This is an optimization exercise on Yosys and OpenROAD, whose aim is small area and a short achievable clock period, not a production implementation. The RTL was checked by simulation tests, not by an equivalence proof against the original design. No activity file was given, so power comes from the tool's default toggle rates.

--- flow/constraint.sdc ---
create_clock -name core_clock -period 70.0 [get_ports {iClk}]
set_input_delay 14.0000 -clock core_clock [delete_from_list [all_inputs] [get_ports {iClk}]]
set_output_delay 14.0000 -clock core_clock [all_outputs]
set_load 0.01 [all_outputs]
--- flow/standard.sh ---
#!/bin/bash
# synth_recipe.tcl (not shown) runs the flow's synth.tcl, then flattens the netlist and writes it again
# the make line also repeats each setting of config.mk as NAME=value (left out here)
make -C /OpenROAD-flow-scripts/flow DESIGN_CONFIG=/design/flow/config.mk WORK_HOME=/design/flow/orfs CLKGATE_MAP_FILE= SYNTH_SCRIPT=/design/flow/synth_recipe.tcl "${@:-finish}"
--- flow/flow/abc_resynth.script ---
strash
&get -n
&fraig -x
&put
scorr
dc2
strash
&get -n
&dch -f
&nf -R 1000
&put
strash
&get -n
&dch -f
&nf -R 1000
&put
--- flow/config.mk ---
export PLATFORM = sky130hd
export DESIGN_NAME = Top
export DESIGN_NICKNAME = Top
export VERILOG_FILES = /design/flow/design.v
export SDC_FILE = /design/flow/constraint.sdc
export NUM_CORES = 4
export LEC_CHECK = 0
export ABC_AREA = 1
export CAP_MARGIN = 20
export CORE_MARGIN = 2
export CORE_UTILIZATION = 40
export CTS_BUF_LIST = sky130_fd_sc_hd__clkbuf_16
export CTS_CLUSTER_DIAMETER = 100
export CTS_CLUSTER_SIZE = 25
export SLEW_MARGIN = 20
--- flow/design.v ---
`timescale 1ns / 1ps
module gen_clk (
  input        iClk,
  input        iRst,
  output       oTick100Hz,
  output       oTick1us,
  output       oTick16x,
  output [1:0] oPhase,      
  output [1:0] oFndSel,     
  output       oBlink       
);
  reg [9:0] rCnt;       
  reg       rStarted;   
  reg [3:0] rCnt10;     
  wire wTick10 = rCnt10[3] & rCnt10[1];
  always @(posedge iClk or posedge iRst) begin
    if (iRst) begin
      rCnt     <= 10'd0;
      rStarted <= 1'b0;
      rCnt10   <= 4'd0;
    end else begin
      rCnt     <= rCnt + 1'b1;
      rStarted <= 1'b1;
      rCnt10   <= wTick10 ? 4'd1 : rCnt10 + 1'b1;
    end
  end
  assign oTick100Hz = wTick10;
  assign oTick1us   = rStarted & ~rCnt[0];
  assign oTick16x   = rStarted & (rCnt[1:0] == 2'd0);
  assign oPhase     = rCnt[1:0];
  assign oFndSel    = rStarted ? (rCnt[6:5] - {1'b0, (rCnt[4:0] == 5'd0)}) : 2'd0;
  assign oBlink     = rCnt[9];
endmodule
`timescale 1ns / 1ps
module baud_rate_gen (
  input  wire iClk,
  input  wire iRst,
  output wire oTick16x
);
  assign oTick16x = 1'b0;
endmodule
`timescale 1ns / 1ps
module uart_rx (
  input  wire       iClk,
  input  wire       iRst,
  input  wire       iTick16x,
  input  wire [1:0] iPhase,    
  input  wire       iRx,
  output wire [7:0] oData,
  output wire       oValid
);
  localparam [1:0] IDLE  = 2'b00;
  localparam [1:0] START = 2'b01;
  localparam [1:0] DATA  = 2'b10;
  localparam [1:0] STOP  = 2'b11;
  reg [1:0] rState;
  reg [7:0] rData;
  reg [6:0] rCnt;      
  reg       rPend;     
  reg       rRxSync1, rRxSync2;
  wire wRx = rRxSync2;
  always @(posedge iClk or posedge iRst) begin
    if (iRst) begin
      rRxSync1 <= 1'b1;
      rRxSync2 <= 1'b1;
    end else begin
      rRxSync1 <= iRx;
      rRxSync2 <= rRxSync1;
    end
  end
  always @(posedge iClk or posedge iRst) begin
    if (iRst) begin
      rState <= IDLE;
      rPend  <= 1'b0;
    end else begin
      if (iPhase == 2'd3) rPend <= 1'b0;
      case (rState)
        IDLE:  if (!wRx) rState <= START;
        START: if (iTick16x && (rCnt[2:0] == 3'd7)) rState <= wRx ? IDLE : DATA;
        DATA:  if (iTick16x && (rCnt == 7'd127)) rState <= STOP;
        STOP: begin
          if (iTick16x && (rCnt[3:0] == 4'd15)) begin
            rState <= IDLE;
            if (wRx) rPend <= 1'b1;
          end
        end
      endcase
    end
  end
  always @(posedge iClk) begin
    case (rState)
      IDLE: rCnt <= 7'd0;
      START: begin
        if (iTick16x) begin
          if (rCnt[2:0] == 3'd7) rCnt <= 7'd0;
          else                   rCnt <= rCnt + 1'b1;
        end
      end
      default: begin
        if (iTick16x) begin
          rCnt <= rCnt + 1'b1;
          if ((rState == DATA) && (rCnt[3:0] == 4'd15)) rData <= {wRx, rData[7:1]};
        end
      end
    endcase
  end
  assign oData  = rData;
  assign oValid = rPend & (iPhase == 2'd3);
endmodule
`timescale 1ns / 1ps
module uart_tx (
  input  wire       iClk,
  input  wire       iRst,
  input  wire       iTick16x,
  input  wire [7:0] iData,
  input  wire       iValid,
  output wire       oTx,
  output wire       oBusy
);
  localparam [1:0] IDLE  = 2'b00;
  localparam [1:0] START = 2'b01;
  localparam [1:0] DATA  = 2'b10;
  localparam [1:0] STOP  = 2'b11;
  reg [1:0] rState;
  reg [7:0] rShift;
  reg [6:0] rCnt;    
  reg       rTx;
  wire wBitEnd = iTick16x & (rCnt[3:0] == 4'd15);
  always @(posedge iClk or posedge iRst) begin
    if (iRst) begin
      rState <= IDLE;
      rTx    <= 1'b1;
    end else begin
      case (rState)
        IDLE: begin
          rTx <= 1'b1;
          if (iValid) rState <= START;
        end
        START: begin
          rTx <= 1'b0;
          if (wBitEnd) rState <= DATA;
        end
        DATA: begin
          rTx <= rShift[0];
          if (wBitEnd && (rCnt[6:4] == 3'd7)) rState <= STOP;
        end
        STOP: begin
          rTx <= 1'b1;
          if (wBitEnd) rState <= IDLE;
        end
      endcase
    end
  end
  always @(posedge iClk) begin
    if (iTick16x) rCnt <= rCnt + 1'b1;
    case (rState)
      IDLE: begin
        rCnt <= 7'd0;
        if (iValid) rShift <= iData;
      end
      START: if (wBitEnd) rCnt <= 7'd0;
      DATA:  if (wBitEnd) rShift <= {1'b0, rShift[7:1]};
      default: ;
    endcase
  end
  assign oTx   = rTx;
  assign oBusy = (rState != IDLE);
endmodule
`timescale 1ns / 1ps
module Fifo (
  input  wire       iClk,
  input  wire       iRst,
  input  wire       iPush,
  input  wire [7:0] iPushData,
  output wire       oFull,
  input  wire       iPop,
  output wire [7:0] oPopData,
  output wire       oEmpty
);
  reg [7:0] rMem [0:15];
  reg [4:0] rWrPtr;
  reg [4:0] rRdPtr;
  assign oEmpty   = (rWrPtr == rRdPtr);
  assign oFull    = (rWrPtr == {~rRdPtr[4], rRdPtr[3:0]});
  assign oPopData = rMem[rRdPtr[3:0]];
  wire wPush = iPush & ~oFull;
  wire wPop  = iPop & ~oEmpty;
  always @(posedge iClk) begin
    if (wPush) rMem[rWrPtr[3:0]] <= iPushData;
  end
  always @(posedge iClk or posedge iRst) begin
    if (iRst) begin
      rWrPtr <= 5'd0;
      rRdPtr <= 5'd0;
    end else begin
      if (wPush) rWrPtr <= rWrPtr + 1'b1;
      if (wPop)  rRdPtr <= rRdPtr + 1'b1;
    end
  end
endmodule
`timescale 1ns / 1ps
module button_sync #(
  parameter P_BUTTON_WIDTH = 5
) (
  input wire                       iClk,
  input wire                       iRst,
  input wire  [P_BUTTON_WIDTH-1:0] iButtonRaw,
  output wire [P_BUTTON_WIDTH-1:0] oButtonEdge
);
  reg [P_BUTTON_WIDTH-1:0] rSync1;
  reg [P_BUTTON_WIDTH-1:0] rSync2;
  reg [P_BUTTON_WIDTH-1:0] rPrev;
  always @(posedge iClk or posedge iRst) begin
    if (iRst) begin
      rSync1 <= {P_BUTTON_WIDTH{1'b0}};
      rSync2 <= {P_BUTTON_WIDTH{1'b0}};
      rPrev  <= {P_BUTTON_WIDTH{1'b0}};
    end else begin
      rSync1 <= iButtonRaw;
      rSync2 <= rSync1;
      rPrev  <= rSync2;
    end
  end
  assign oButtonEdge = rSync2 & ~rPrev;
endmodule
`timescale 1ns / 1ps
module uart_ascii_decoder (
  input  wire [7:0] iRxData,
  input  wire       iRxValid,
  output wire       oBtnC,
  output wire       oBtnU,
  output wire       oBtnD,
  output wire       oBtnL,
  output wire       oBtnR,
  output wire       oTglSw0,
  output wire       oTglSw1,
  output wire       oTglSw2,
  output wire       oTglSw3,
  output wire       oClrSwTgl,
  output wire       oReqWatchRpt,
  output wire       oReqSr04Rpt,
  output wire       oReqTempRpt,
  output wire       oReqHumRpt
);
  wire       wLetter = iRxValid & (iRxData[7:6] == 2'b01);
  wire [4:0] wL      = iRxData[4:0];
  wire       wDigit  = iRxValid & (iRxData[7:3] == 5'b00110);  
  wire [2:0] wD      = iRxData[2:0];
  assign oBtnC        = wLetter & (wL == 5'h03);   
  assign oBtnU        = wLetter & (wL == 5'h15);   
  assign oBtnD        = wLetter & (wL == 5'h04);   
  assign oBtnL        = wLetter & (wL == 5'h0C);   
  assign oBtnR        = wLetter & (wL == 5'h12);   
  assign oClrSwTgl    = wLetter & (wL == 5'h18);   
  assign oReqWatchRpt = wLetter & (wL == 5'h17);   
  assign oReqSr04Rpt  = wLetter & (wL == 5'h13);   
  assign oReqTempRpt  = wLetter & (wL == 5'h14);   
  assign oReqHumRpt   = wLetter & (wL == 5'h08);   
  assign oTglSw0 = wDigit & (wD[2:1] == 2'd0);     
  assign oTglSw1 = wDigit & (wD[2:1] == 2'd1);     
  assign oTglSw2 = wDigit & (wD[2:1] == 2'd2);     
  assign oTglSw3 = wDigit & (wD == 3'd6);          
endmodule
`timescale 1ns / 1ps
module control_unit (
  input  wire       iClk,
  input  wire       iRst,
  input  wire [3:0] iSw,           
  input  wire [4:0] iPhysBtn,      
  input  wire [4:0] iDecBtn,       
  input  wire [3:0] iDecTglSw,
  input  wire       iDecClrSwTgl,
  output wire [3:0] oSwTgl,        
  output wire [3:0] oSwEff,        
  output wire [4:0] oBtn           
);
  reg [3:0] rSwTgl;
  always @(posedge iClk or posedge iRst) begin
    if (iRst)              rSwTgl <= 4'b0000;
    else if (iDecClrSwTgl) rSwTgl <= 4'b0000;
    else                   rSwTgl <= rSwTgl ^ iDecTglSw;
  end
  assign oSwTgl = rSwTgl;
  assign oSwEff = iSw ^ rSwTgl;
  assign oBtn   = iPhysBtn | iDecBtn;
endmodule
`timescale 1ns / 1ps
module clock_core (
  input            iClk,
  input            iRst,
  input            iTick,
  input            iBtnRunStop,
  input            iBtnInc,
  input            iBtnDec,
  input            iBtnLeft,
  input            iBtnRight,
  output reg       oHourT,      
  output reg [3:0] oHourO,      
  output reg [2:0] oMinT,
  output reg [3:0] oMinO,
  output reg [2:0] oSecT,
  output reg [3:0] oSecO,
  output reg [3:0] oCentiT,
  output reg [3:0] oCentiO,
  output reg [1:0] oEditState   
);
  localparam RUN       = 2'd0;
  localparam EDIT_SEC  = 2'd1;
  localparam EDIT_MIN  = 2'd2;
  localparam EDIT_HOUR = 2'd3;
  wire wCentiMax = (oCentiT == 4'd9) & (oCentiO == 4'd9);
  wire wSecMax   = (oSecT == 3'd5) & (oSecO == 4'd9);
  wire wMinMax   = (oMinT == 3'd5) & (oMinO == 4'd9);
  wire wSecZero  = (oSecT == 3'd0) & (oSecO == 4'd0);
  wire wMinZero  = (oMinT == 3'd0) & (oMinO == 4'd0);
  wire wHour12   = oHourT & (oHourO == 4'd2);
  wire wHour1    = ~oHourT & (oHourO == 4'd1);
  always @(posedge iClk or posedge iRst) begin
    if (iRst) begin
      oCentiT    <= 4'd0;
      oCentiO    <= 4'd0;
      oSecT      <= 3'd0;
      oSecO      <= 4'd0;
      oMinT      <= 3'd0;
      oMinO      <= 4'd0;
      oHourT     <= 1'b1;    
      oHourO     <= 4'd2;
      oEditState <= RUN;
    end else begin
      if (iBtnRunStop) oEditState <= (oEditState == RUN) ? EDIT_SEC : RUN;
      if (oEditState == RUN) begin
        if (iTick) begin
          if (oCentiO == 4'd9) begin
            oCentiO <= 4'd0;
            oCentiT <= (oCentiT == 4'd9) ? 4'd0 : oCentiT + 1'b1;
          end else begin
            oCentiO <= oCentiO + 1'b1;
          end
          if (wCentiMax) begin
            if (oSecO == 4'd9) begin
              oSecO <= 4'd0;
              oSecT <= (oSecT == 3'd5) ? 3'd0 : oSecT + 1'b1;
            end else begin
              oSecO <= oSecO + 1'b1;
            end
            if (wSecMax) begin
              if (oMinO == 4'd9) begin
                oMinO <= 4'd0;
                oMinT <= (oMinT == 3'd5) ? 3'd0 : oMinT + 1'b1;
              end else begin
                oMinO <= oMinO + 1'b1;
              end
              if (wMinMax) begin
                if (wHour12)                begin oHourT <= 1'b0; oHourO <= 4'd1; end
                else if (oHourO == 4'd9)    begin oHourT <= 1'b1; oHourO <= 4'd0; end
                else                        oHourO <= oHourO + 1'b1;
              end
            end
          end
        end
      end else begin
        if (iBtnLeft) begin
          case (oEditState)
            EDIT_SEC:  oEditState <= EDIT_MIN;
            EDIT_MIN:  oEditState <= EDIT_HOUR;
            default:   oEditState <= EDIT_SEC;
          endcase
        end else if (iBtnRight) begin
          case (oEditState)
            EDIT_SEC:  oEditState <= EDIT_HOUR;
            EDIT_MIN:  oEditState <= EDIT_SEC;
            default:   oEditState <= EDIT_MIN;
          endcase
        end
        if (iBtnInc) begin
          case (oEditState)
            EDIT_SEC: begin
              oCentiT <= 4'd0;
              oCentiO <= 4'd0;
              if (oSecO == 4'd9) begin
                oSecO <= 4'd0;
                oSecT <= (oSecT == 3'd5) ? 3'd0 : oSecT + 1'b1;
              end else begin
                oSecO <= oSecO + 1'b1;
              end
            end
            EDIT_MIN: begin
              if (oMinO == 4'd9) begin
                oMinO <= 4'd0;
                oMinT <= (oMinT == 3'd5) ? 3'd0 : oMinT + 1'b1;
              end else begin
                oMinO <= oMinO + 1'b1;
              end
            end
            default: begin
              if (wHour12)             begin oHourT <= 1'b0; oHourO <= 4'd1; end
              else if (oHourO == 4'd9) begin oHourT <= 1'b1; oHourO <= 4'd0; end
              else                     oHourO <= oHourO + 1'b1;
            end
          endcase
        end else if (iBtnDec) begin
          case (oEditState)
            EDIT_SEC: begin
              oCentiT <= 4'd0;
              oCentiO <= 4'd0;
              if (wSecZero) begin
                oSecT <= 3'd5;
                oSecO <= 4'd9;
              end else if (oSecO == 4'd0) begin
                oSecT <= oSecT - 1'b1;
                oSecO <= 4'd9;
              end else begin
                oSecO <= oSecO - 1'b1;
              end
            end
            EDIT_MIN: begin
              if (wMinZero) begin
                oMinT <= 3'd5;
                oMinO <= 4'd9;
              end else if (oMinO == 4'd0) begin
                oMinT <= oMinT - 1'b1;
                oMinO <= 4'd9;
              end else begin
                oMinO <= oMinO - 1'b1;
              end
            end
            default: begin
              if (wHour1)              begin oHourT <= 1'b1; oHourO <= 4'd2; end
              else if (oHourO == 4'd0) begin oHourT <= 1'b0; oHourO <= 4'd9; end
              else                     oHourO <= oHourO - 1'b1;
            end
          endcase
        end
      end
    end
  end
endmodule
`timescale 1ns / 1ps
module stopwatch (
  input            iClk,
  input            iRst,
  input            iTick,
  input            iRunStop,
  input            iClear,
  input            iRecordNext,
  input            iRecordPrev,
  output reg [6:0] oHour,
  output reg [6:0] oMin,
  output reg [6:0] oSec,
  output reg [6:0] oCentisec
);
  localparam [1:0] IDLE  = 2'b00;
  localparam [1:0] RUN   = 2'b01;
  localparam [1:0] STOP  = 2'b10;
  localparam [1:0] CLEAR = 2'b11;
  reg [1:0] rState;
  reg [6:0] rHour;
  reg [5:0] rMin;
  reg [5:0] rSec;
  reg [6:0] rCentisec;
  reg [5:0] rCntRow;
  reg [5:0] rCntCol;
  reg [4:0] rRdRow;
  reg [5:0] rRdCol;
  reg       rViewing;
  wire wInClear  = (rState == CLEAR);
  wire wCntFull  = rCntRow[5];                     
  wire wCntZero  = rCntRow[0] & rCntCol[0];
  wire wRdZero   = rRdRow[0] & rRdCol[0];
  wire wLapWrite = (rState == RUN) & iRunStop & ~iClear & ~wCntFull;
  wire [5:0] wRdIncCol = {rRdCol[4:0], rRdCol[5]};
  wire [5:0] wRdIncRow = rRdCol[5] ? {rRdRow, 1'b0} : {1'b0, rRdRow};
  wire       wRdLast   = (|(wRdIncRow & rCntRow)) & (|(wRdIncCol & rCntCol));
  always @(posedge iClk or posedge iRst) begin
    if (iRst) rState <= IDLE;
    else if (wInClear) begin
      if (wCntFull) rState <= IDLE;
    end
    else if (iClear)   rState <= CLEAR;
    else if (iRunStop) rState <= (rState == RUN) ? STOP : RUN;
  end
  always @(posedge iClk or posedge iRst) begin
    if (iRst) begin
      rHour     <= 7'd0;
      rMin      <= 6'd0;
      rSec      <= 6'd0;
      rCentisec <= 7'd0;
    end else if (iTick) begin
      if (rState == RUN) begin
        if (rCentisec == 7'd99) begin
          rCentisec <= 7'd0;
          if (rSec == 6'd59) begin
            rSec <= 6'd0;
            if (rMin == 6'd59) begin
              rMin  <= 6'd0;
              rHour <= (rHour == 7'd99) ? 7'd0 : rHour + 1'b1;
            end else begin
              rMin <= rMin + 1'b1;
            end
          end else begin
            rSec <= rSec + 1'b1;
          end
        end else begin
          rCentisec <= rCentisec + 1'b1;
        end
      end else if (rState != STOP) begin
        rHour     <= 7'd0;
        rMin      <= 6'd0;
        rSec      <= 6'd0;
        rCentisec <= 7'd0;
      end
    end
  end
  always @(posedge iClk or posedge iRst) begin
    if (iRst) begin
      rCntRow <= 6'b000001;
      rCntCol <= 6'b000001;
    end else if ((wInClear && wCntFull) || (!wInClear && iClear)) begin
      rCntRow <= 6'b000001;
      rCntCol <= 6'b000001;
    end else if (wInClear || wLapWrite) begin
      rCntCol <= {rCntCol[4:0], rCntCol[5]};
      if (rCntCol[5]) rCntRow <= {rCntRow[4:0], 1'b0};
    end
  end
  always @(posedge iClk or posedge iRst) begin
    if (iRst)                               rViewing <= 1'b0;
    else if (wInClear || iClear)            rViewing <= 1'b0;
    else if ((rState == RUN) || iRunStop)   rViewing <= 1'b0;
    else if (rState == STOP) begin
      if (iRecordNext) begin
        if (!rViewing && !wCntZero) rViewing <= 1'b1;
      end else if (iRecordPrev && rViewing && wRdZero) begin
        rViewing <= 1'b0;
      end
    end
  end
  always @(posedge iClk) begin
    if ((rState == STOP) && !iClear && !iRunStop) begin
      if (iRecordNext) begin
        if (!rViewing) begin
          rRdRow <= 5'b00001;
          rRdCol <= 6'b000001;
        end else if (!wRdLast) begin
          rRdCol <= wRdIncCol;
          rRdRow <= wRdIncRow[4:0];
        end
      end else if (iRecordPrev && rViewing && !wRdZero) begin
        rRdCol <= {rRdCol[0], rRdCol[5:1]};
        if (rRdCol[0]) rRdRow <= {1'b0, rRdRow[4:1]};
      end
    end
  end
  wire [25:0] wMemRData;
  stopwatch_mem u_mem (
    .iClk  (iClk),
    .iWE   (wLapWrite),
    .iWRow (rCntRow[4:0]),
    .iWCol (rCntCol),
    .iWData({rHour, rMin, rSec, rCentisec}),
    .iRRow (rRdRow),
    .iRCol (rRdCol),
    .oRData(wMemRData)
  );
  always @(*) begin
    if (wInClear) begin
      oHour     = 7'd99;
      oMin      = 7'd99;
      oSec      = 7'd99;
      oCentisec = 7'd99;
    end else if (rViewing) begin
      oHour     = wMemRData[25:19];
      oMin      = {1'b0, wMemRData[18:13]};
      oSec      = {1'b0, wMemRData[12:7]};
      oCentisec = wMemRData[6:0];
    end else begin
      oHour     = rHour;
      oMin      = {1'b0, rMin};
      oSec      = {1'b0, rSec};
      oCentisec = rCentisec;
    end
  end
endmodule
`timescale 1ns / 1ps
module stopwatch_mem (
  input  wire        iClk,
  input  wire        iWE,
  input  wire [4:0]  iWRow,     
  input  wire [5:0]  iWCol,     
  input  wire [25:0] iWData,
  input  wire [4:0]  iRRow,     
  input  wire [5:0]  iRCol,     
  output reg  [25:0] oRData
);
  reg [25:0] rMem [0:29];
  integer i, a, b;
  always @(posedge iClk) begin
    for (i = 0; i < 30; i = i + 1)
      if (iWE && iWRow[i / 6] && iWCol[i % 6]) rMem[i] <= iWData;
  end
  reg [25:0] wRow;
  always @(*) begin
    oRData = 26'd0;
    for (a = 0; a < 5; a = a + 1) begin
      wRow = 26'd0;
      for (b = 0; b < 6; b = b + 1)
        wRow = wRow | (rMem[a * 6 + b] & {26{iRCol[b]}});
      oRData = oRData | (wRow & {26{iRRow[a]}});
    end
  end
endmodule
`timescale 1ns / 1ps
module watch_top (
  input        iClk,
  input        iRst,
  input        iTick100Hz,
  input        iSw0,        
  input        iBtnCEdge,
  input        iBtnREdge,
  input        iBtnLEdge,
  input        iBtnUEdge,
  input        iBtnDEdge,
  output       oClkHourT,
  output [3:0] oClkHourO,
  output [2:0] oClkMinT,
  output [3:0] oClkMinO,
  output [2:0] oClkSecT,
  output [3:0] oClkSecO,
  output [3:0] oClkCentiT,
  output [3:0] oClkCentiO,
  output [1:0] oEditState,
  output [6:0] oSwHour,
  output [6:0] oSwMin,
  output [6:0] oSwSec,
  output [6:0] oSwCenti
);
  clock_core u_clock_core (
    .iClk       (iClk),
    .iRst       (iRst),
    .iTick      (iTick100Hz),
    .iBtnRunStop(iSw0 & iBtnCEdge),
    .iBtnInc    (iSw0 & iBtnUEdge),
    .iBtnDec    (iSw0 & iBtnDEdge),
    .iBtnLeft   (iSw0 & iBtnLEdge),
    .iBtnRight  (iSw0 & iBtnREdge),
    .oHourT     (oClkHourT),
    .oHourO     (oClkHourO),
    .oMinT      (oClkMinT),
    .oMinO      (oClkMinO),
    .oSecT      (oClkSecT),
    .oSecO      (oClkSecO),
    .oCentiT    (oClkCentiT),
    .oCentiO    (oClkCentiO),
    .oEditState (oEditState)
  );
  stopwatch u_stopwatch (
    .iClk       (iClk),
    .iRst       (iRst),
    .iTick      (iTick100Hz),
    .iRunStop   (~iSw0 & iBtnCEdge),
    .iClear     (~iSw0 & iBtnUEdge),
    .iRecordNext(~iSw0 & iBtnREdge),
    .iRecordPrev(~iSw0 & iBtnLEdge),
    .oHour      (oSwHour),
    .oMin       (oSwMin),
    .oSec       (oSwSec),
    .oCentisec  (oSwCenti)
  );
endmodule
`timescale 1ns / 1ps
module sr04_controller (
  input  wire        iClk,
  input  wire        iRst,
  input  wire        iTickUs,
  input  wire        iEcho,
  input  wire        iStart,
  output reg         oTrig,
  output wire [10:0] oDistBcd,    
  output reg         oDistanceValid
);
  localparam [2:0] IDLE      = 3'd0;
  localparam [2:0] START     = 3'd1;
  localparam [2:0] WAIT_ECHO = 3'd2;
  localparam [2:0] MEASURE   = 3'd3;
  localparam [2:0] DONE      = 3'd4;
  reg [2:0] rState;
  reg [5:0] rCnt58;    
  reg [2:0] rDistH;
  reg [3:0] rDistT;
  reg [3:0] rDistO;
  reg       rEchoSync1, rEchoSync2;
  always @(posedge iClk or posedge iRst) begin
    if (iRst) begin
      rEchoSync1 <= 1'b0;
      rEchoSync2 <= 1'b0;
    end else begin
      rEchoSync1 <= iEcho;
      rEchoSync2 <= rEchoSync1;
    end
  end
  wire wTimeout = (rDistH == 3'd5) & (rDistT == 4'd1) & (rDistO == 4'd7) & (rCnt58 == 6'd14);
  wire wTrigEnd = (rCnt58 == 6'd11);
  wire wNonZero = (rCnt58 != 6'd0) | (rDistH != 3'd0) | (rDistT != 4'd0) | (rDistO != 4'd0);
  reg wCount;    
  reg wClear;    
  always @(*) begin
    wCount = 1'b0;
    wClear = 1'b0;
    case (rState)
      START:     begin wClear = wTrigEnd; wCount = iTickUs; end
      WAIT_ECHO: begin wClear = rEchoSync2; wCount = iTickUs & ~wTimeout; end
      MEASURE:   wCount = iTickUs & rEchoSync2 & ~wTimeout;
      default:   ;
    endcase
  end
  always @(posedge iClk or posedge iRst) begin
    if (iRst) begin
      rState         <= IDLE;
      oTrig          <= 1'b0;
      oDistanceValid <= 1'b0;
    end else begin
      oTrig <= 1'b0;
      case (rState)
        IDLE: begin
          if (iStart) begin
            rState         <= START;
            oDistanceValid <= 1'b0;
          end
        end
        START: begin
          if (wTrigEnd) rState <= WAIT_ECHO;
          else          oTrig  <= 1'b1;
        end
        WAIT_ECHO: begin
          if (rEchoSync2)    rState <= MEASURE;
          else if (wTimeout) rState <= IDLE;
        end
        MEASURE: begin
          if (!rEchoSync2)   rState <= DONE;
          else if (wTimeout) rState <= IDLE;
        end
        DONE: begin
          rState <= IDLE;
          if (wNonZero) oDistanceValid <= 1'b1;
        end
        default: rState <= IDLE;
      endcase
    end
  end
  always @(posedge iClk) begin
    if ((rState == IDLE) || wClear) begin
      rCnt58 <= 6'd0;
      if (wClear) begin
        rDistH <= 3'd0;
        rDistT <= 4'd0;
        rDistO <= 4'd0;
      end
    end else if (wCount) begin
      if ((rState != START) && (rCnt58 == 6'd57)) begin
        rCnt58 <= 6'd0;
        if (rDistO == 4'd9) begin
          rDistO <= 4'd0;
          if (rDistT == 4'd9) begin
            rDistT <= 4'd0;
            rDistH <= rDistH + 1'b1;
          end else begin
            rDistT <= rDistT + 1'b1;
          end
        end else begin
          rDistO <= rDistO + 1'b1;
        end
      end else begin
        rCnt58 <= rCnt58 + 1'b1;
      end
    end
  end
  assign oDistBcd = {rDistH, rDistT, rDistO};
endmodule
`timescale 1ns / 1ps
module dht11_controller #(
  parameter integer START_LOW_US          = 1000,
  parameter integer START_RELEASE_US      = 30,
  parameter integer RESP_TIMEOUT_US       = 200,
  parameter integer BIT_TIMEOUT_US        = 120,
  parameter integer BIT_LOW_US            = 50,
  parameter integer BIT_HIGH_THRESHOLD_US = 40
)(
  input  wire      iClk,
  input  wire      iRst,
  input  wire      iTickUs,
  input  wire      iStart,
  input  wire      iData,
  output wire      oDataLow,
  output reg [7:0] oHumInt,
  output reg [7:0] oTempInt,
  output reg       oDataValid
);
  localparam [2:0] IDLE       = 3'd0;
  localparam [2:0] START_LOW  = 3'd1;
  localparam [2:0] START_HIGH = 3'd2;
  localparam [2:0] WAIT_LOW   = 3'd3;
  localparam [2:0] WAIT_HIGH  = 3'd4;
  localparam [2:0] LOW_BIT    = 3'd5;
  localparam [2:0] HIGH_BIT   = 3'd6;
  localparam [2:0] DONE       = 3'd7;
  reg [2:0] rState;
  reg [2:0] rNxt;
  reg [9:0] rStepUsCnt;
  reg [5:0] rHighUsCnt;     
  reg [5:0] rBitIdx;
  reg [7:0] rShift;         
  reg [7:0] rRxHum;
  reg [7:0] rRxTemp;
  reg [7:0] rSum;           
  reg       rSeen;          
  reg       rDataSync1, rDataSync2;
  wire wD        = rDataSync2;
  wire wBitValue = (rHighUsCnt == BIT_HIGH_THRESHOLD_US);
  wire wRespTo   = (rStepUsCnt >= RESP_TIMEOUT_US);
  assign oDataLow = (rState == START_LOW);
  always @(posedge iClk or posedge iRst) begin
    if (iRst) begin
      rDataSync1 <= 1'b1;
      rDataSync2 <= 1'b1;
    end else begin
      rDataSync1 <= iData;
      rDataSync2 <= rDataSync1;
    end
  end
  always @(*) begin
    rNxt = rState;
    case (rState)
      IDLE:       if (iStart) rNxt = START_LOW;
      START_LOW:  if (rStepUsCnt >= START_LOW_US) rNxt = START_HIGH;
      START_HIGH: if (rStepUsCnt >= START_RELEASE_US) rNxt = WAIT_LOW;
      WAIT_LOW: begin
        if (!wD)          rNxt = WAIT_HIGH;
        else if (wRespTo) rNxt = IDLE;
      end
      WAIT_HIGH: begin
        if (!rSeen) begin
          if (!wD && wRespTo) rNxt = IDLE;
        end else begin
          if (!wD)          rNxt = LOW_BIT;
          else if (wRespTo) rNxt = IDLE;
        end
      end
      LOW_BIT:    if (rStepUsCnt >= BIT_LOW_US) rNxt = HIGH_BIT;
      HIGH_BIT: begin
        if (rSeen && !wD)                 rNxt = (rBitIdx == 6'd39) ? DONE : LOW_BIT;
        else if (rStepUsCnt >= BIT_TIMEOUT_US) rNxt = IDLE;
      end
      default:    rNxt = IDLE;
    endcase
  end
  wire wStay    = (rNxt == rState);
  wire wCapture = (rState == HIGH_BIT) & rSeen & ~wD;    
  wire [7:0] wByte = {rShift[6:0], wBitValue};
  always @(posedge iClk or posedge iRst) begin
    if (iRst) begin
      rState     <= IDLE;
      oDataValid <= 1'b0;
    end else begin
      rState <= rNxt;
      if ((rState == DONE) && (rSum == rShift)) oDataValid <= 1'b1;
    end
  end
  always @(posedge iClk) begin
    if (!wStay)       rStepUsCnt <= 10'd0;
    else if (iTickUs) rStepUsCnt <= rStepUsCnt + 1'b1;
    if ((rState == WAIT_LOW) || (rState == LOW_BIT)) rSeen <= 1'b0;
    if (((rState == WAIT_HIGH) || (rState == HIGH_BIT)) && wStay && wD) rSeen <= 1'b1;
    if (rState == WAIT_HIGH) rBitIdx <= 6'd0;
    if (rState == LOW_BIT) rHighUsCnt <= 6'd0;
    if ((rState == HIGH_BIT) && wStay && wD && iTickUs && !wBitValue)
      rHighUsCnt <= rHighUsCnt + 1'b1;
    if (wCapture) begin
      rShift  <= wByte;
      rBitIdx <= rBitIdx + 1'b1;
      if (rBitIdx[2:0] == 3'd7) begin
        case (rBitIdx[5:3])
          3'd0: begin rRxHum <= wByte; rSum <= wByte; end
          3'd2: begin rRxTemp <= wByte; rSum <= rSum + wByte; end
          3'd4: ;                               
          default: rSum <= rSum + wByte;
        endcase
      end
    end
    if ((rState == DONE) && (rSum == rShift)) begin
      oHumInt  <= rRxHum;
      oTempInt <= rRxTemp;
    end
  end
endmodule
`timescale 1ns / 1ps
module uart_ascii_sender (
  input  wire       iClk,
  input  wire       iRst,
  input  wire       iTxFifoFull,
  output wire [7:0] oTxData,
  output wire       oTxPushValid,
  input  wire [7:0] iLoopData,
  input  wire       iLoopValid,
  input  wire       iReqWatchReport,
  input  wire       iReqSr04Report,
  input  wire       iReqTempReport,
  input  wire       iReqHumReport,
  input  wire       iWatchBcd,       
  input  wire [6:0] iWatchHour,
  input  wire [6:0] iWatchMin,
  input  wire [6:0] iWatchSec,
  input  wire [10:0] iSr04Bcd,       
  input  wire       iSr04Valid,
  input  wire [7:0] iDhtHumInt,
  input  wire [7:0] iDhtTempInt,
  input  wire       iDhtDataValid
);
  localparam [1:0] ST_IDLE   = 2'd0;
  localparam [1:0] ST_LOAD   = 2'd1;
  localparam [1:0] ST_ASSERT = 2'd2;
  localparam [2:0] SRC_LOOP  = 3'd0;
  localparam [2:0] SRC_WATCH = 3'd1;
  localparam [2:0] SRC_SR04  = 3'd2;
  localparam [2:0] SRC_TEMP  = 3'd3;
  localparam [2:0] SRC_HUM   = 3'd4;
  reg [1:0]  rState;
  reg [2:0]  rSrc;
  reg [4:0]  rIdx;
  reg        rPush;
  reg        rLoopPending, rWatchPending, rSr04Pending, rTempPending, rHumPending;
  reg [7:0]  rLoopBuf;
  reg [21:0] rSnap;
  reg [4:0] wLast;
  always @(*) begin
    case (rSrc)
      SRC_WATCH: wLast = 5'd17;
      SRC_SR04:  wLast = 5'd13;
      SRC_TEMP:  wLast = 5'd11;
      SRC_HUM:   wLast = 5'd10;
      default:   wLast = 5'd0;
    endcase
  end
  wire wMore = (rIdx != wLast);
  wire wAnyPending = rLoopPending | rWatchPending | rSr04Pending | rTempPending | rHumPending;
  always @(posedge iClk or posedge iRst) begin
    if (iRst) begin
      rState        <= ST_IDLE;
      rPush         <= 1'b0;
      rLoopPending  <= 1'b0;
      rWatchPending <= 1'b0;
      rSr04Pending  <= 1'b0;
      rTempPending  <= 1'b0;
      rHumPending   <= 1'b0;
    end else begin
      rPush <= 1'b0;
      if (iLoopValid)      rLoopPending  <= 1'b1;
      if (iReqWatchReport) rWatchPending <= 1'b1;
      if (iReqSr04Report)  rSr04Pending  <= 1'b1;
      if (iReqTempReport)  rTempPending  <= 1'b1;
      if (iReqHumReport)   rHumPending   <= 1'b1;
      case (rState)
        ST_IDLE: begin
          if (wAnyPending) rState <= ST_LOAD;
          if (rLoopPending)       rLoopPending  <= 1'b0;
          else if (rWatchPending) rWatchPending <= 1'b0;
          else if (rSr04Pending)  rSr04Pending  <= 1'b0;
          else if (rTempPending)  rTempPending  <= 1'b0;
          else if (rHumPending)   rHumPending   <= 1'b0;
        end
        ST_LOAD: rState <= ST_ASSERT;
        default: begin
          if (!iTxFifoFull) begin
            rPush  <= 1'b1;
            rState <= wMore ? ST_LOAD : ST_IDLE;
          end
        end
      endcase
    end
  end
  always @(posedge iClk) begin
    if (iLoopValid) rLoopBuf <= iLoopData;
    if (rPush && wMore) rIdx <= rIdx + 1'b1;
    if (rState == ST_IDLE) begin
      if (wAnyPending) rIdx <= 5'd0;
      if (rLoopPending) begin
        rSrc       <= SRC_LOOP;
        rSnap[7:0] <= iLoopValid ? iLoopData : rLoopBuf;
      end else if (rWatchPending) begin
        rSrc  <= SRC_WATCH;
        rSnap <= {iWatchBcd, iWatchHour, iWatchMin, iWatchSec};
      end else if (rSr04Pending) begin
        rSrc        <= SRC_SR04;
        rSnap[11:0] <= {iSr04Valid, iSr04Bcd};
      end else if (rTempPending) begin
        rSrc       <= SRC_TEMP;
        rSnap[8:0] <= {iDhtDataValid, iDhtTempInt};
      end else if (rHumPending) begin
        rSrc       <= SRC_HUM;
        rSnap[8:0] <= {iDhtDataValid, iDhtHumInt};
      end
    end
  end
  reg [6:0] wWatchField;
  always @(*) begin
    case (rIdx)
      5'd8, 5'd9:   wWatchField = rSnap[20:14];
      5'd11, 5'd12: wWatchField = rSnap[13:7];
      default:      wWatchField = rSnap[6:0];
    endcase
  end
  wire [7:0] wConvIn = (rSrc == SRC_WATCH) ? {1'b0, wWatchField} : rSnap[7:0];
  wire [3:0] wConvT  = (wConvIn / 8'd10) % 8'd10;
  wire [3:0] wConvO  = wConvIn % 8'd10;
  reg wTens;
  always @(*) begin
    case (rSrc)
      SRC_WATCH: wTens = (rIdx == 5'd8) | (rIdx == 5'd11) | (rIdx == 5'd14);
      SRC_TEMP:  wTens = (rIdx == 5'd7);
      default:   wTens = (rIdx == 5'd6);
    endcase
  end
  wire       wBcd   = (rSrc == SRC_WATCH) & rSnap[21];
  wire [3:0] wDigit = wBcd  ? (wTens ? {1'b0, wWatchField[6:4]} : wWatchField[3:0])
                            : (wTens ? wConvT : wConvO);
  wire [7:0] wAsc   = {4'h3, wDigit};
  reg [7:0] rChar;
  always @(*) begin
    rChar = " ";
    case (rSrc)
      SRC_LOOP: rChar = rSnap[7:0];
      SRC_WATCH: begin
        case (rIdx)
          5'd0:  rChar = 8'h0D;
          5'd1:  rChar = 8'h0A;
          5'd2:  rChar = "W";
          5'd3:  rChar = "A";
          5'd4:  rChar = "T";
          5'd5:  rChar = "C";
          5'd6:  rChar = "H";
          5'd7:  rChar = " ";
          5'd10: rChar = ":";
          5'd13: rChar = ":";
          5'd16: rChar = 8'h0D;
          5'd17: rChar = 8'h0A;
          5'd8, 5'd9, 5'd11, 5'd12, 5'd14, 5'd15: rChar = wAsc;
          default: rChar = " ";
        endcase
      end
      SRC_SR04: begin
        case (rIdx)
          5'd0:  rChar = 8'h0D;
          5'd1:  rChar = 8'h0A;
          5'd2:  rChar = "S";
          5'd3:  rChar = "R";
          5'd4:  rChar = "0";
          5'd5:  rChar = "4";
          5'd6:  rChar = " ";
          5'd7:  rChar = rSnap[11] ? {5'b00110, rSnap[10:8]} : "-";
          5'd8:  rChar = rSnap[11] ? {4'h3, rSnap[7:4]} : "-";
          5'd9:  rChar = rSnap[11] ? {4'h3, rSnap[3:0]} : "-";
          5'd10: rChar = "c";
          5'd11: rChar = "m";
          5'd12: rChar = 8'h0D;
          5'd13: rChar = 8'h0A;
          default: rChar = " ";
        endcase
      end
      SRC_TEMP: begin
        case (rIdx)
          5'd0:  rChar = 8'h0D;
          5'd1:  rChar = 8'h0A;
          5'd2:  rChar = "T";
          5'd3:  rChar = "E";
          5'd4:  rChar = "M";
          5'd5:  rChar = "P";
          5'd6:  rChar = " ";
          5'd7, 5'd8: rChar = rSnap[8] ? wAsc : "-";
          5'd9:  rChar = "C";
          5'd10: rChar = 8'h0D;
          5'd11: rChar = 8'h0A;
          default: rChar = " ";
        endcase
      end
      default: begin
        case (rIdx)
          5'd0:  rChar = 8'h0D;
          5'd1:  rChar = 8'h0A;
          5'd2:  rChar = "H";
          5'd3:  rChar = "U";
          5'd4:  rChar = "M";
          5'd5:  rChar = " ";
          5'd6, 5'd7: rChar = rSnap[8] ? wAsc : "-";
          5'd8:  rChar = "%";
          5'd9:  rChar = 8'h0D;
          5'd10: rChar = 8'h0A;
          default: rChar = " ";
        endcase
      end
    endcase
  end
  assign oTxData      = rChar;
  assign oTxPushValid = rPush;
endmodule
`timescale 1ns / 1ps
module fnd_controller (
  input  [1:0] iSel,
  input  [3:0] iSwEff,        
  input        iBlink,
  input  [1:0] iEditState,
  input        iClkHourT,
  input  [3:0] iClkHourO,
  input  [2:0] iClkMinT,
  input  [3:0] iClkMinO,
  input  [2:0] iClkSecT,
  input  [3:0] iClkSecO,
  input  [3:0] iClkCentiT,
  input  [3:0] iClkCentiO,
  input  [6:0] iSwHour,
  input  [6:0] iSwMin,
  input  [6:0] iSwSec,
  input  [6:0] iSwCenti,
  input        iSr04Valid,
  input [10:0] iSr04Bcd,
  input        iDhtValid,
  input  [6:0] iDhtTemp,
  input  [6:0] iDhtHum,
  output [7:0] oFndFont,
  output [3:0] oFndCom
);
  function [3:0] f_digit;    
    input [6:0] v;
    input       tens;
    begin
      f_digit = tens ? (v / 7'd10) : (v % 7'd10);
    end
  endfunction
  function [6:0] f_seg;      
    input [3:0] d;
    begin
      case (d)
        4'd0: f_seg = 7'h40;
        4'd1: f_seg = 7'h79;
        4'd2: f_seg = 7'h24;
        4'd3: f_seg = 7'h30;
        4'd4: f_seg = 7'h19;
        4'd5: f_seg = 7'h12;
        4'd6: f_seg = 7'h02;
        4'd7: f_seg = 7'h78;
        4'd8: f_seg = 7'h00;
        4'd9: f_seg = 7'h10;
        default: f_seg = 7'h7F;
      endcase
    end
  endfunction
  reg [3:0] wClkHm, wClkSc, wSr04;
  always @(*) begin
    case (iSel)
      2'd0: begin wClkHm = iClkMinO;            wClkSc = iClkCentiO;          wSr04 = iSr04Bcd[3:0]; end
      2'd1: begin wClkHm = {1'b0, iClkMinT};    wClkSc = iClkCentiT;          wSr04 = iSr04Bcd[7:4]; end
      2'd2: begin wClkHm = iClkHourO;           wClkSc = iClkSecO;            wSr04 = {1'b0, iSr04Bcd[10:8]}; end
      default: begin wClkHm = {3'b0, iClkHourT}; wClkSc = {1'b0, iClkSecT};   wSr04 = 4'd0; end
    endcase
  end
  wire [3:0] wSwHm = f_digit(iSel[1] ? iSwHour : iSwMin,   iSel[0]);
  wire [3:0] wSwSc = f_digit(iSel[1] ? iSwSec  : iSwCenti, iSel[0]);
  wire [3:0] wDht  = iDhtValid ? f_digit(iSel[1] ? iDhtTemp : iDhtHum, iSel[0]) : 4'd0;
  wire [3:0] wSr   = iSr04Valid ? wSr04 : 4'd0;
  wire [6:0] wSegClkHm = f_seg(wClkHm);
  wire [6:0] wSegClkSc = f_seg(wClkSc);
  wire [6:0] wSegSwHm  = f_seg(wSwHm);
  wire [6:0] wSegSwSc  = f_seg(wSwSc);
  wire [6:0] wSegDht   = f_seg(wDht);
  wire [6:0] wSegSr    = f_seg(wSr);
  wire [6:0] wSegClk   = iSwEff[1] ? wSegClkHm : wSegClkSc;
  wire [6:0] wSegSw    = iSwEff[1] ? wSegSwHm  : wSegSwSc;
  wire [6:0] wSegWatch = iSwEff[0] ? wSegClk   : wSegSw;
  wire [6:0] wSegSens  = iSwEff[3] ? wSegDht   : wSegSr;
  assign oFndFont = {(iSel != 2'd2), (iSwEff[2] ? wSegSens : wSegWatch)};
  wire wBlinkOn = ~iSwEff[2] & iSwEff[0] & iBlink;
  wire wHi = wBlinkOn & (((iEditState == 2'd1) & ~iSwEff[1]) | ((iEditState == 2'd3) & iSwEff[1]));
  wire wLo = wBlinkOn & (iEditState == 2'd2) & iSwEff[1];
  wire [3:0] wCom = ~(4'b0001 << iSel);
  assign oFndCom = wCom | {wHi, wHi, wLo, wLo};
endmodule
`timescale 1ns / 1ps
module Top (
  input        iClk,
  input        iRst,
  input        iRx,
  output       oTx,
  input        iSw0,
  input        iSw1,
  input        iSw2,
  input        iSw3,
  input        iBtnC,
  input        iBtnU,
  input        iBtnD,
  input        iBtnL,
  input        iBtnR,
  input        iSr04Echo,
  output       oSr04Trig,
  input        iDht11Data,
  output       oDht11DataLow,
  output [3:0] oFndCom,
  output [7:0] oFndFont
);
  wire       wTick100Hz, wTick1us, wTick16x, wBlink;
  wire [1:0] wPhase, wFndSel;
  gen_clk u_gen_clk (
    .iClk      (iClk),
    .iRst      (iRst),
    .oTick100Hz(wTick100Hz),
    .oTick1us  (wTick1us),
    .oTick16x  (wTick16x),
    .oPhase    (wPhase),
    .oFndSel   (wFndSel),
    .oBlink    (wBlink)
  );
  wire [7:0] wRxData;
  wire       wRxValid;
  uart_rx u_uart_rx (
    .iClk    (iClk),
    .iRst    (iRst),
    .iTick16x(wTick16x),
    .iPhase  (wPhase),
    .iRx     (iRx),
    .oData   (wRxData),
    .oValid  (wRxValid)
  );
  wire [4:0] wDecBtn;
  wire [3:0] wDecTgl;
  wire       wDecClr, wReqW, wReqS, wReqT, wReqH;
  uart_ascii_decoder u_dec (
    .iRxData     (wRxData),
    .iRxValid    (wRxValid),
    .oBtnC       (wDecBtn[4]),
    .oBtnU       (wDecBtn[3]),
    .oBtnD       (wDecBtn[2]),
    .oBtnL       (wDecBtn[1]),
    .oBtnR       (wDecBtn[0]),
    .oTglSw0     (wDecTgl[0]),
    .oTglSw1     (wDecTgl[1]),
    .oTglSw2     (wDecTgl[2]),
    .oTglSw3     (wDecTgl[3]),
    .oClrSwTgl   (wDecClr),
    .oReqWatchRpt(wReqW),
    .oReqSr04Rpt (wReqS),
    .oReqTempRpt (wReqT),
    .oReqHumRpt  (wReqH)
  );
  wire [4:0] wPhysBtn;
  button_sync #(.P_BUTTON_WIDTH(5)) u_button_sync (
    .iClk       (iClk),
    .iRst       (iRst),
    .iButtonRaw ({iBtnC, iBtnU, iBtnD, iBtnL, iBtnR}),
    .oButtonEdge(wPhysBtn)
  );
  wire [3:0] wSwTgl, wSwEff;
  wire [4:0] wBtn;    
  control_unit u_control_unit (
    .iClk        (iClk),
    .iRst        (iRst),
    .iSw         ({iSw3, iSw2, iSw1, iSw0}),
    .iPhysBtn    (wPhysBtn),
    .iDecBtn     (wDecBtn),
    .iDecTglSw   (wDecTgl),
    .iDecClrSwTgl(wDecClr),
    .oSwTgl      (wSwTgl),
    .oSwEff      (wSwEff),
    .oBtn        (wBtn)
  );
  wire wSr04Start  = wBtn[4] &  wSwEff[2] & ~wSwEff[3];
  wire wDht11Start = wBtn[4] &  wSwEff[2] &  wSwEff[3];
  wire       wClkHourT;
  wire [3:0] wClkHourO, wClkMinO, wClkSecO, wClkCentiT, wClkCentiO;
  wire [2:0] wClkMinT, wClkSecT;
  wire [1:0] wEditState;
  wire [6:0] wSwHour, wSwMin, wSwSec, wSwCenti;
  watch_top u_watch_top (
    .iClk      (iClk),
    .iRst      (iRst),
    .iTick100Hz(wTick100Hz),
    .iSw0      (wSwEff[0]),
    .iBtnCEdge (wBtn[4]),
    .iBtnUEdge (wBtn[3]),
    .iBtnDEdge (wBtn[2]),
    .iBtnLEdge (wBtn[1]),
    .iBtnREdge (wBtn[0]),
    .oClkHourT (wClkHourT),
    .oClkHourO (wClkHourO),
    .oClkMinT  (wClkMinT),
    .oClkMinO  (wClkMinO),
    .oClkSecT  (wClkSecT),
    .oClkSecO  (wClkSecO),
    .oClkCentiT(wClkCentiT),
    .oClkCentiO(wClkCentiO),
    .oEditState(wEditState),
    .oSwHour   (wSwHour),
    .oSwMin    (wSwMin),
    .oSwSec    (wSwSec),
    .oSwCenti  (wSwCenti)
  );
  wire [10:0] wSr04Bcd;
  wire        wSr04Valid;
  sr04_controller u_sr04_controller (
    .iClk          (iClk),
    .iRst          (iRst),
    .iTickUs       (wTick1us),
    .iEcho         (iSr04Echo),
    .iStart        (wSr04Start),
    .oTrig         (oSr04Trig),
    .oDistBcd      (wSr04Bcd),
    .oDistanceValid(wSr04Valid)
  );
  wire [7:0] wDhtHumInt, wDhtTempInt;
  wire       wDhtDataValid;
  dht11_controller #(.START_LOW_US(1000)) u_dht11_controller (
    .iClk      (iClk),
    .iRst      (iRst),
    .iTickUs   (wTick1us),
    .iStart    (wDht11Start),
    .iData     (iDht11Data),
    .oDataLow  (oDht11DataLow),
    .oHumInt   (wDhtHumInt),
    .oTempInt  (wDhtTempInt),
    .oDataValid(wDhtDataValid)
  );
  wire [7:0] wTxData, wTxFifoData;
  wire       wTxPush, wTxFifoFull, wTxFifoEmpty, wTxBusy;
  wire       wTxFifoPop = ~wTxFifoEmpty & ~wTxBusy;
  uart_ascii_sender u_sender (
    .iClk           (iClk),
    .iRst           (iRst),
    .iTxFifoFull    (wTxFifoFull),
    .oTxData        (wTxData),
    .oTxPushValid   (wTxPush),
    .iLoopData      (wRxData),
    .iLoopValid     (wRxValid),
    .iReqWatchReport(wReqW),
    .iReqSr04Report (wReqS),
    .iReqTempReport (wReqT),
    .iReqHumReport  (wReqH),
    .iWatchBcd      (wSwEff[0]),
    .iWatchHour     (wSwEff[0] ? {2'b00, wClkHourT, wClkHourO} : wSwHour),
    .iWatchMin      (wSwEff[0] ? {wClkMinT, wClkMinO} : wSwMin),
    .iWatchSec      (wSwEff[0] ? {wClkSecT, wClkSecO} : wSwSec),
    .iSr04Bcd       (wSr04Bcd),
    .iSr04Valid     (wSr04Valid),
    .iDhtHumInt     (wDhtHumInt),
    .iDhtTempInt    (wDhtTempInt),
    .iDhtDataValid  (wDhtDataValid)
  );
  Fifo u_uart_tx_fifo (
    .iClk     (iClk),
    .iRst     (iRst),
    .iPush    (wTxPush),
    .iPushData(wTxData),
    .oFull    (wTxFifoFull),
    .iPop     (wTxFifoPop),
    .oPopData (wTxFifoData),
    .oEmpty   (wTxFifoEmpty)
  );
  uart_tx u_uart_tx (
    .iClk    (iClk),
    .iRst    (iRst),
    .iTick16x(wTick16x),
    .iData   (wTxFifoData),
    .iValid  (wTxFifoPop),
    .oTx     (oTx),
    .oBusy   (wTxBusy)
  );
  fnd_controller u_fnd_controller (
    .iSel      (wFndSel),
    .iSwEff    (wSwEff),
    .iBlink    (wBlink),
    .iEditState(wEditState),
    .iClkHourT (wClkHourT),
    .iClkHourO (wClkHourO),
    .iClkMinT  (wClkMinT),
    .iClkMinO  (wClkMinO),
    .iClkSecT  (wClkSecT),
    .iClkSecO  (wClkSecO),
    .iClkCentiT(wClkCentiT),
    .iClkCentiO(wClkCentiO),
    .iSwHour   (wSwHour),
    .iSwMin    (wSwMin),
    .iSwSec    (wSwSec),
    .iSwCenti  (wSwCenti),
    .iSr04Valid(wSr04Valid),
    .iSr04Bcd  (wSr04Bcd),
    .iDhtValid (wDhtDataValid),
    .iDhtTemp  (wDhtTempInt[6:0]),
    .iDhtHum   (wDhtHumInt[6:0]),
    .oFndFont  (oFndFont),
    .oFndCom   (oFndCom)
  );
endmodule
--- flow/flow/run.sh ---
#!/bin/bash
# Layout flow:
#  1. the standard synthesis (standard.sh synth), unchanged.
#  2. Area re-mapping of the combinational logic only: the synthesized
#     netlist's flip-flops are kept as they are (same instances, names and
#     cell types); all other cells are flattened to their logic functions and
#     mapped again with ABC (flow/abc_resynth.script: AIG optimisation,
#     then area-oriented mapping), avoiding the
#     platform's don't-use cells; then tie cells and pass-through buffers as
#     in ORFS synthesis.
set -euo pipefail
WD=$(pwd)
RES=$WD/orfs/results/$FLOW_PLATFORM/Top/base
LIB=$FLOW_HOME/platforms/$FLOW_PLATFORM/lib/sky130_fd_sc_hd__tt_025C_1v80.lib

bash standard.sh synth > standard_synth.log 2>&1

cp $RES/1_2_yosys.v $WD/standard_synth_netlist.v
DONT_USE=$(sed -n '/^export DONT_USE_CELLS += \\/,/^#/p' $FLOW_HOME/platforms/$FLOW_PLATFORM/config.mk \
  | grep -o 'sky130_fd_sc_hd__[a-z0-9_]*' | sed 's/^/-dont_use /' | tr '\n' ' ')
cat > $WD/resynth.ys <<EOT
read_liberty -ignore_miss_func $LIB
blackbox sky130_fd_sc_hd__df* sky130_fd_sc_hd__edf* sky130_fd_sc_hd__sdf* sky130_fd_sc_hd__sedf* sky130_fd_sc_hd__dl* sky130_fd_sc_hd__sdl*
read_verilog $WD/standard_synth_netlist.v
hierarchy -top $FLOW_TOP
flatten
opt_clean
abc -liberty $LIB -script $WD/flow/abc_resynth.script $DONT_USE
opt_clean -purge
setundef -zero
hilomap -singleton -hicell sky130_fd_sc_hd__conb_1 HI -locell sky130_fd_sc_hd__conb_1 LO
splitnets
opt_clean -purge
insbuf -buf sky130_fd_sc_hd__buf_4 A X
stat -liberty $LIB
write_verilog -noattr -noexpr -nohex -nodec $WD/resynth_netlist.v
EOT
yosys -l $WD/resynth.log -q $WD/resynth.ys > /dev/null 2>&1
cp $WD/resynth_netlist.v $RES/1_2_yosys.v
touch $RES/1_2_yosys.v

bash standard.sh SETUP_SLACK_MARGIN=41 finish > standard.log 2>&1
==> run summary, run 1 <==
* CP Data Required Time at 56000 ps
* Sink Count at 1218
* RSZ-0062 raised after global routing: true
* Worst min-delay path class: reg -> reg
* Fraction of layout cells with a size suffix above 1 at 0.0762
* Final Cell Area at 54500 um^2
* Critical path's most frequent cell: a21oi_2
* Remaining Overflow, GRT at 0
* Initial drt markers at 4505
* Die area at 126000 um^2
* # fillers at 10900
* Starting Density at 0.404
* Routed Antenna Nets at 0
* Critical path depth at 11
* Crit-path max cell delay at 190 ps
* Power, Total at 1.57 mW
* Via count of the routed design at 31900
* F_max at 34.1 MHz
* 1st-pass router iterations at 9
* DRC at 0
* Status: no timing/DRC/antenna violations
* H-Tree Depth at 2
* CP delay by family, top: buffers and inverters
* Post-Route WL at 135000 um
* Final setup viols at 0
* WP data arrival at 15300 ps
* Pwr per Cell Area at 28.9 nW/um^2
* Slowest CP cell: xnor2_4
* Worst hold stages at 0
* Avg Inst Size Synth at 14.4 um^2
* GR Util All Layers at 0.211
* Slew headroom at 0.215
* Input/output buffers at 28
* Core area at 122000 um^2
* Root buffer cell: clkbuf_16
* Crit. End Element: primary output
* Cts hold-fix bufs at 0
* Routed length per instance at 25.6 um
* Startpoint types: input port
* Leading cell type in the layout, fill and taps excluded: edfxtp_1
* CTS tree: yes
* CP cell instances: buf_8 -> xnor2_4 -> buf_12 -> clkinv_16 -> nand2_8 -> nor2_4 -> a21oi_2 -> a21oi_2 -> a31oi_2 -> o21ai_1 -> buf_2
* Inserted Clock Buffers at 56
* Tcrit/Tclk final at 0.419
* Max rail drop VDD at 0.0214 mV
* Via/cell ratio at 6.04
* Maximum fanout along the worst path at 6
* Critical path type: in -> out
* Setup Skew at 35.6 ps
* Crit path buf inv count at 4
* Post-layout min period at 29300 ps
* Reg clk slew, reported paths at 100 ps
* Mapped Area at 49300 um^2
* Initial antenna violation count at 1
* Worst skew pair latency at 720 ps
* Max Transition Viols Final at 0
* Detailed Place HPWL at 76500 um
* Die extent in y at 355 um
* First-pass GRT wire length at 202000 um
* Die W at 355 um
* Syn Inst Count at 3432
* # diodes at 0
* Row cnt at 128
* Ports at 29
* Vias in the first global route at 30900
* Placement Cell Area at 52300 um^2
* Bufs on Longest Clock Path at 3
* # Max-Cap Violations at 0
* Static leakage at 17.9 nW
* Syn nets at 3446
* Final net count at 3617
* Reg2reg path depth at 33
* Worst-margin pin slew at 1180 ps
* Largest net degree at the start of global routing at 125
* Total Neg Setup Slack at 0 ps
* Layout area overhead at 10.4%
* Final Hold Viols at 0
* Synth warn at 14
* Final GP Congestion at 0.897
* Most frequent cells in the layout: edfxtp_1, nand2_1, nor2_1, a222oi_1, a21oi_1
## sequential cells by signal, summed over array words and instances (netlist names), 8 cells and up, named ones only
signal and flops:
u_dht11_controller.rRxTemp 8, u_dht11_controller.oTempInt 8, u_dht11_controller.rShift 8, u_uart_tx_fifo.rMem 128, u_sender.rSnap 22, u_uart_rx.rData 8, u_gen_clk.rCnt 10, u_sender.rLoopBuf 8
u_watch_top.u_stopwatch.u_mem.rMem 780, u_dht11_controller.rStepUsCnt 10, u_uart_tx.rShift 8, u_dht11_controller.rRxHum 8, u_dht11_controller.oHumInt 8, u_dht11_controller.rSum 8
## worst reg2reg max path, delay by kind of cell, from the launching register on
family	cells	cell delay (ps)
AO/OA/AOI/OAI	11	2980
buffers and inverters	2	310
flip-flops	1	480
AND/OR/NAND/NOR	20	3730
## worst paths after layout
| path | startpoint | endpoint | slack (ps) |
|---|---|---|---|
| hold reg to reg | u_button_sync.rSync1[0] | u_button_sync.rSync2[0] | 340 |
| hold / removal | u_button_sync.rSync1[0] | u_button_sync.rSync2[0] | 340 |
| min in group asynchronous | iRst | u_watch_top.u_stopwatch.rSec[1] | 13800 |
| setup / recovery | iSw0 | oFndFont[0] | 40700 |
| setup reg to reg | u_sender.rIdx[0] | u_uart_tx_fifo.rMem[7][2] | 62040 |
| max in group asynchronous | iRst | u_uart_tx_fifo.rRdPtr[1] | 54870 |
## per-layer routing
metal | up-vias | GRT usage | routed length (um)
li1 | 14300 | - | -
met1 | 16000 | 0.301 | 58300
met2 | 1347 | 0.335 | 62500
met3 | 204 | 0.0291 | 10100
met4 | 2 | 0.0663 | 4330
met5 | - | 0 | 12
## metrics by stage
step            util  hold slack [ps]  setup WS, ps  std cells
2_1_floorplan      -              331         40470       3432
3_3_place_gp   0.428              332         39160       5147
3_5_place_dp   0.428              336         39180       5147
4_1_cts        0.445              358         40720       5273
5_1_grt        0.446              367         40640       5275
6_report       0.446              343         40700       5275
## final cells by class
type | instances | area (um^2) | share of cell area
Timing Repair Buffer | 112 | 1060 | 0.0195
Clock buffer | 56 | 1400 | 0.0257
Multi-Input combinational cell | 2160 | 13900 | 0.256
Inverter | 54 | 236 | 0.00434
Clock inverter | 49 | 268 | 0.00492
Timing Repair inverter | 1 | 16.3 | 0.000299
Tap cell | 1625 | 2030 | 0.0373
Sequential cell | 1218 | 35500 | 0.652
## where the power goes
part	switching, mW	internal, mW
registers	0.0487	0.840
logic	0.194	0.112
clock network	0.228	0.150
## timing repair
action                     4_1_cts  5_1_grt
cloned                           3        0
gates resized for setup        114       18
pin swaps                       18       17
setup endpoints to repair       11       11
setup buffers                   18        2
==> run 2: changes to the inputs <==
--- a/flow/flow/run.sh
+++ b/flow/flow/run.sh
@@ -5,6 +5,5 @@
 #     netlist's flip-flops are kept as they are (same instances, names and
 #     cell types); all other cells are flattened to their logic functions and
-#     mapped again with ABC (flow/abc_resynth.script: AIG optimisation,
-#     then area-oriented mapping), avoiding the
+#     mapped again with ABC (flow/abc_resynth.script), avoiding the
 #     platform's don't-use cells; then tie cells and pass-through buffers as
 #     in ORFS synthesis.
==> flow/flow/abc_resynth.script (replaced) <==
strash
&get -n
&fraig -x
&put
scorr
dc2
strash
&get -n
&dch -f
&nf
&put
strash
&get -n
&dch -f
&nf
&put
--- a/flow/config.mk
+++ b/flow/config.mk
@@ -10,6 +10,6 @@
 export CORE_MARGIN = 2
 export CORE_UTILIZATION = 40
-export CTS_BUF_LIST = sky130_fd_sc_hd__clkbuf_16
-export CTS_CLUSTER_DIAMETER = 100
-export CTS_CLUSTER_SIZE = 25
+export CTS_BUF_LIST = sky130_fd_sc_hd__clkbuf_8
+export CTS_CLUSTER_DIAMETER = 80
+export CTS_CLUSTER_SIZE = 16
 export SLEW_MARGIN = 20
==> run 2 against run 1 <==
Worst setup slack worse by 38 ps. Sequential share of layout area fell by 0.63 points. Cell count up 3.3%. Largest cell class unchanged. Highest routed layer unchanged.
==> run summary, run 2 <==
* Final GP Congestion at 0.901 (+0.42%)
* Largest net degree at the start of global routing at 100 (-20%)
* Slew headroom at 0.229 (+0.0135)
* Syn Inst Count at 3526 (+2.7%)
* Setup Skew at 54.4 ps (+18.7 ps)
* Worst skew pair latency at 770 ps (+50 ps)
* Via count of the routed design at 33000 (+3.7%)
* Via/cell ratio at 6.06 (+0.33%)
* Mapped Area at 49800 um^2 (+0.94%)
* Reg area at 35500 um^2 (about the same)
* Worst-margin pin slew at 1160 ps (-20.3 ps)
* Remaining Overflow, GRT at 0 (unchanged)
* Slowest CP cell: o22ai_4
* P_sw at 486 uW (+3.1%)
* Layout area overhead at 10.4% (about the same)
* Inserted Clock Buffers at 88 (+57%)
* GR Util All Layers at 0.215 (+0.00473)
* Bufs on Longest Clock Path at 3 (unchanged)
* Most frequent cells in the layout: edfxtp_1, nand2_1, nor2_1, a21oi_1, a222oi_1
* Vias in the first global route at 31500 (+1.9%)
* Root buffer cell: clkbuf_8
* Final net count at 3757 (+3.9%)
* Part of the power in combinational logic at 0.202 (+0.008)
* Sw Share at 0.310 (+0.0107)
* Crit path buf inv count at 4 (unchanged)
* Die W at 357 um (+0.46%)
* Hold WS at 354 ps (+11.8 ps)
* Crit-path max cell delay at 260 ps (+70 ps)
* Static leakage at 18.2 nW (+1.4%)
* Total Neg Setup Slack at 0 ps (unchanged)
* Max reg flops at 780 (unchanged)
* Row cnt at 129 (+0.78%)
* Tcrit/Tclk final at 0.419 (+0.000541)
* Routed Antenna Nets at 0 (unchanged)
* Avg Inst Size Synth at 14.1 um^2 (-1.7%)
* P_int at 1.08 mW (-2.0%)
* Clock power frac at 0.226 (-0.015)
* Largest registers: u_watch_top.u_stopwatch.u_mem.rMem x780, u_uart_tx_fifo.rMem x128, u_sender.rSnap x22
* Max rail drop VDD at 0.0149 mV (-30%)
* Part of the power in registers at 0.572 (+0.007)
* Sink Count at 1218 (unchanged)
* Most flop-heavy register: u_watch_top.u_stopwatch.u_mem.rMem
* Ports at 29 (unchanged)
* 1st-pass router iterations at 6 (-3)
* CP cell instances: buf_8 -> xnor2_4 -> buf_12 -> clkinv_16 -> and2_4 -> nand3_2 -> a22oi_2 -> a21oi_2 -> o22ai_4 -> buf_6
* H-Tree Depth at 3 (+1)
* CTS tree: yes
* Detailed Place HPWL at 79200 um (+3.5%)
* Reg clk slew, reported paths at 80 ps (-20 ps)
* Power, Total at 1.57 mW (-0.45%)
* Post-Route WL at 139000 um (+2.7%)
* DRC at 0 (unchanged)
* Final setup viols at 0 (unchanged)
* Worst min-delay path class: reg -> reg
* Synth warn at 14 (unchanged)
* Post-layout min period at 29340 ps (+37.9 ps)
* First-pass GRT wire length at 207000 um (+2.4%)
* Leading cell type in the layout, fill and taps excluded: edfxtp_1
* Critical path type: in -> out
* Routed length per instance at 25.5 um (-0.64%)
* Starting Density at 0.403 (-0.00147)
* RSZ-0062 raised after global routing: true
* Crit. End Element: primary output
* # Max-Cap Violations at 0 (unchanged)
* Input/output buffers at 28 (unchanged)
* Initial antenna violation count at 2 (+1)
* # fillers at 11200 (+2.4%)
* Maximum fanout along the worst path at 5 (-1)
* WP data arrival at 15340 ps (+40 ps)
* Status: no timing/DRC/antenna violations
* Pwr per Cell Area at 28.5 nW/um^2 (-1.4%)
* Core area at 124000 um^2 (+1.3%)
* Multi-input gate area at 14500 um^2 (+3.9%)
* CP Data Required Time at 56000 ps (about the same)
* CP delay by family, top: compound AO/OA/AOI/OAI gates
* Max Transition Viols Final at 0 (unchanged)
* Die area at 127000 um^2 (+0.93%)
* Final Hold Viols at 0 (unchanged)
* Syn nets at 3540 (+2.7%)
* Fraction of layout cells with a size suffix above 1 at 0.0905 (+0.0143)
* Die extent in y at 357 um (+0.46%)
* F_max at 34.1 MHz (-0.13%)
* Startpoint types: input port
* Initial drt markers at 4105 (-8.9%)
## run 2: what timing repair did
| item | 4_1_cts | 5_1_grt |
|---|---|---|
| endpoints found under the setup margin | 11 | 11 |
| pin swaps | 19 | 10 |
| resized for setup | 120 | 12 |
| gates cloned | 2 | 0 |
| setup buffers | 16 | 3 |
| hold buffers | 0 | 0 |
## run 2: area by class of cell
cell class / instances / share of cell area
multi-input combinational: 2252 / 0.263
timing repair inverter: 1 / 0.000296
inverter: 56 / 0.00442
clock buffer: 89 / 0.0223
clock inverter: 70 / 0.00633
sequential: 1218 / 0.646
tap: 1637 / 0.0373
antenna: 2 / 0.0000910
timing repair buffer: 126 / 0.0203
## run 2: power groups by stage
| stage | logic (mW) | registers [mW] | clock network [mW] |
|---|---|---|---|
| 2_1_floorplan | 0.195 | 0.905 | 0 |
| 5_1_grt | 0.346 | 0.900 | 0.386 |
| 6_report | 0.316 | 0.894 | 0.354 |
| 3_5_place_dp | 0.303 | 0.910 | 0 |
| 3_3_place_gp | 0.302 | 0.909 | 0 |
| 4_1_cts | 0.310 | 0.893 | 0.362 |
## run 2: routing by layer
layer / track usage / vias to the layer above / wire [um] / share of wire
met5: 0 / - / 13 / 0.000094
li1: - / 14800 / - / -
met2: 0.344 / 1447 / 64400 / 0.46
met4: 0.0639 / 2 / 3870 / 0.028
met1: 0.306 / 16600 / 59000 / 0.42
met3: 0.0334 / 220 / 11600 / 0.083
## run 2: per-stage QoR
stage	worst slack [ps]	cells	area, um^2	util
floorplan	40520	3526	49800	-
global placement	39050	5263	52800	0.427
detailed placement	39060	5263	52800	0.427
CTS	40600	5440	54800	0.443
global route	40590	5450	55000	0.445
finish	40660	5451	55000	0.445
## run 2: worst paths after layout
check	start	endpoint	slack, ps	cells after the start
setup / recovery	iSw0	oFndFont[2]	40660	10
max in group asynchronous	iRst	u_uart_tx_fifo.rRdPtr[1]	54840	3
hold reg to reg	u_button_sync.rSync1[3]	u_button_sync.rSync2[3]	350	0
setup reg to reg	u_sender.rIdx[0]	u_uart_tx_fifo.rMem[14][2]	62900	19
min in group asynchronous	iRst	u_gen_clk.rCnt[8]	13800	2
hold / removal	u_button_sync.rSync1[3]	u_button_sync.rSync2[3]	350	0

what the ideal ports hide:
In the flow no input, the clock included, has a driving cell. The finished layouts below were timed again as built, in two steps. Step 1 assumes that a clkbuf_16 drives the clock port and a buf_2 every other input. Step 2 also shifts input and output timing later by t, the mid clock arrival at the registers, as if the neighbouring blocks saw the same clock. Three values: no drivers, after step 1, after step 2; two values: the first two.
run	shift t [ns]	slack for setup (ns)	hold slack, ns	worst setup path after step 2	slew at the worst register clock pin (ns)
run 1	0.764	40.702 / 40.662 / 40.662	0.343 / 0.343 / 0.343	input to output	0.11 / 0.11
run 2	0.811	40.664 / 40.625 / 40.625	0.354 / 0.354 / 0.354	input to output	0.12 / 0.12
After both steps setup and hold are still met in every run listed. For run 1, which loses most, drivers alone change the setup slack by -0.040 ns; drivers and shift together by -0.040 ns.
